This design comes from an exercise in tuning for small area and a short achievable clock period on the open sky130 flow, not from production work.
Function was checked by simulation only, so behaviour that the tests miss may differ from the original.
No activity file was given, so power comes from the tool's default toggle rates.

03-23:
Design FPU_top, start of the top module:
module FPU_top  #(
    parameter NUM_OP    = 1
)(
    input logic                 i_clk           ,
    input logic                 i_rst_n         ,
    input logic [NUM_OP-1:0]    i_add_sub       ,
    input logic [31:0]          i_32_a          ,
    input logic [31:0]          i_32_b          ,
    output logic [31:0]         o_32_s          ,
    output logic                o_ov_flag       ,
    output logic                o_un_flag
);
For scale: roughly 2,200 cells after synthesis, ~110 flip-flops, roughly 100 I/O pins, about 13,000 um^2 of cells after synthesis.
==> flow/config.mk <==
export PLATFORM = sky130hd
export DESIGN_NAME = FPU_top
export DESIGN_NICKNAME = FPU_top
export VERILOG_FILES = /design/flow/design.v
export SDC_FILE = /design/flow/constraint.sdc
export NUM_CORES = 4
export LEC_CHECK = 0
export ABC_AREA = 1
export CAP_MARGIN = 20
export CORE_MARGIN = 2
export CORE_UTILIZATION = 40
export PLACE_DENSITY = 0.6
export SLEW_MARGIN = 20
==> flow/constraint.sdc <==
create_clock -name core_clock -period 15.0 [get_ports {i_clk}]
set_input_delay 3.0000 -clock core_clock [delete_from_list [all_inputs] [get_ports {i_clk}]]
set_output_delay 3.0000 -clock core_clock [all_outputs]
set_load 0.01 [all_outputs]
standard.sh (not shown) runs the stock make flow with config.mk's settings and CLKGATE_MAP_FILE= SYNTH_SCRIPT=/design/flow/synth_recipe.tcl, a recipe that flattens the netlist after the stock synthesis.
==> flow/flow/run.sh <==
#!/bin/bash
set -euo pipefail
bash standard.sh SETUP_SLACK_MARGIN=9.3 "BUFFER_PORTS_ARGS=-buffer_cell sky130_fd_sc_hd__buf_2" finish > standard_flow.log 2>&1
Having completed the whole flow, 03-23 delivered a layout that passed the timing, DRC and antenna checks.
For 04-10, these inputs were changed with respect to 03-23:
==> flow/flow/run.sh <==
#!/bin/bash
set -euo pipefail
bash standard.sh SETUP_SLACK_MARGIN=9.6 "BUFFER_PORTS_ARGS=-buffer_cell sky130_fd_sc_hd__buf_2" finish > standard_flow.log 2>&1
Results
04-10 went all the way through the flow, and no timing, DRC or antenna check failed.
Cmp 03-23 and 04-10 / total chip power / lower: 03-23
The worst slew margin relative to its limit number comes out lower for 03-23 vs 04-10.
Re post-route minimum period: 03-23 and 04-10 aren't equal, and the higher value belongs to 03-23.
met1 wire length, 03-23 and 04-10, higher one = 04-10.
Part of the cycle the worst path needs in 04-10 is 0.42 points lower than in 03-23
Taking 03-23 as the reference, in 04-10 all-layer global routing usage stayed essentially flat, cell area rose by 1.4%.
Signed area change from the synthesized netlist to the final layout up 1.5 points in 04-10 wrt 03-23
For buffer and inverter count on the worst path, 03-23 and 04-10 come out practically identical.
04-10 -> 03-23: worst hold slack flat
Between 04-10 and 03-23, it is 04-10 whose wire length on met2 is higher, by about 1.5%.

========
Another version of the RTL of FPU_top (not shown whole).
Size in the first run: about 100 flip-flops, about 13,000 µm² of cells after synthesis.
clock: 15.0 ns
lec_check: 0
abc_area: 1
cap_margin: 20
core_margin: 2
core_utilization: 40
place_density: 0.6
slew_margin: 20
==> flow/flow/run.sh <==
#!/bin/bash
set -euo pipefail
bash standard.sh SETUP_SLACK_MARGIN=10 finish > standard_flow.log 2>&1
The starting point finished with timing, DRC and antenna clean.
==> next run, changes <==
==> flow/flow/run.sh (replaced) <==
#!/bin/bash
set -euo pipefail
bash standard.sh SETUP_SLACK_MARGIN=9 "BUFFER_PORTS_ARGS=-buffer_cell sky130_fd_sc_hd__buf_2" finish > standard_flow.log 2>&1
Settings changed: CAP_MARGIN 20 to 10, CORE_UTILIZATION 40 to 55, PLACE_DENSITY 0.6 to 0.75, SLEW_MARGIN 20 to 10.
What happened:
- synthesized area is unchanged
- hold slack gets worse by 0.0045 ns
- synthesized cell count is unchanged
- die area went down by about 27%
- wire length drops by 13%
- global-route usage came out higher by 7.0 points
- non-clock buffer count decreases by 88
- sequential share of layout area goes up by 2.6 points
- final cell count came out lower by about 8%
- clock skew is higher by 0.0040 ns
==> next run, changes <==
==> flow/flow/run.sh (replaced) <==
#!/bin/bash
set -euo pipefail
bash standard.sh SETUP_SLACK_MARGIN=9 finish > standard_flow.log 2>&1
Settings changed: CAP_MARGIN 10 to 20, CORE_UTILIZATION 55 to 40, PLACE_DENSITY 0.75 to 0.6, SLEW_MARGIN 10 to 20.
Effect: Wire length climbs by 3.3%; total power climbs by 1.3%; sequential power hardly moves; core utilization falls by 15 points; setup slack loses 0.34 ns; worst hold slack improves by 0.0078 ns; register-to-register slack gains 0.08 ns.
==> next run, changes <==
==> flow/run.sh (new file) <==
#!/bin/bash
# synth_recipe.tcl (not shown) runs the flow's synth.tcl, then flattens the netlist and writes it again
# the make line also repeats each setting of config.mk as NAME=value (left out here)
make -C /OpenROAD-flow-scripts/flow DESIGN_CONFIG=/design/flow/config.mk WORK_HOME=/design/flow/orfs CLKGATE_MAP_FILE= SYNTH_SCRIPT=/design/flow/synth_recipe.tcl finish
Settings changed: ABC_AREA 1 to default.
removed: flow/flow/run.sh
removed: flow/standard.sh
After rerunning: Count of clock-buffer cells in the layout climbs by 1; sequential share of layout area climbs by 0.12 points; clock power climbs by about 4%.
==> next run, changes <==
Settings changed: ABC_AREA from default to 1.
Global-route usage came out higher by 0.16 points.
Routed wire length came out lower by 1.5%.
Die area came out lower by 1.3%.

==> afterwards: timing with drivers on the ports <==
No port has a modelled driver above. Below, the same layouts with a new extraction and two added sets of constraints.
Step 1 (the two cells are an assumption about what drives the block):
set clk [get_ports {i_clk}]
set_driving_cell -lib_cell sky130_fd_sc_hd__clkbuf_16 $clk
set_driving_cell -lib_cell sky130_fd_sc_hd__buf_2 [delete_from_list [all_inputs] $clk]
Step 2 also shifts input and output timing later by t, the mid clock arrival at the registers, as if the neighbouring blocks saw the same clock.
a / b / c = ideal ports / drivers / drivers and shift; a / b = the first two.
run	t, ns	slack for setup (ns)	hold WS [ns]	slew at the worst register clock pin (ns)
03-23	0.412	9.663 / 9.616 / 9.393	0.329 / 0.329 / 0.329	0.08 / 0.08
04-10	0.412	9.725 / 9.679 / 9.471	0.329 / 0.329 / 0.329	0.08 / 0.08
the first run of note 2	0.416	9.473 / 9.422 / 9.677	0.332 / 0.332 / 0.332	0.08 / 0.08
the second run of note 2	0.402	9.267 / 9.242 / 9.267	0.328 / 0.328 / 0.328	0.08 / 0.08
the third run of note 2	0.412	8.929 / 8.882 / 8.989	0.336 / 0.336 / 0.336	0.07 / 0.07
the fourth run of note 2	0.421	7.505 / 7.505 / 7.505	0.335 / 0.335 / 0.335	0.08 / 0.08
the fifth run of note 2	0.411	8.587 / 8.541 / 8.678	0.336 / 0.336 / 0.336	0.07 / 0.07
After both steps every run listed still meets setup and hold. The setup slack of 03-23, which loses most, moves by -0.047 ns with the drivers and by -0.270 ns with both steps.
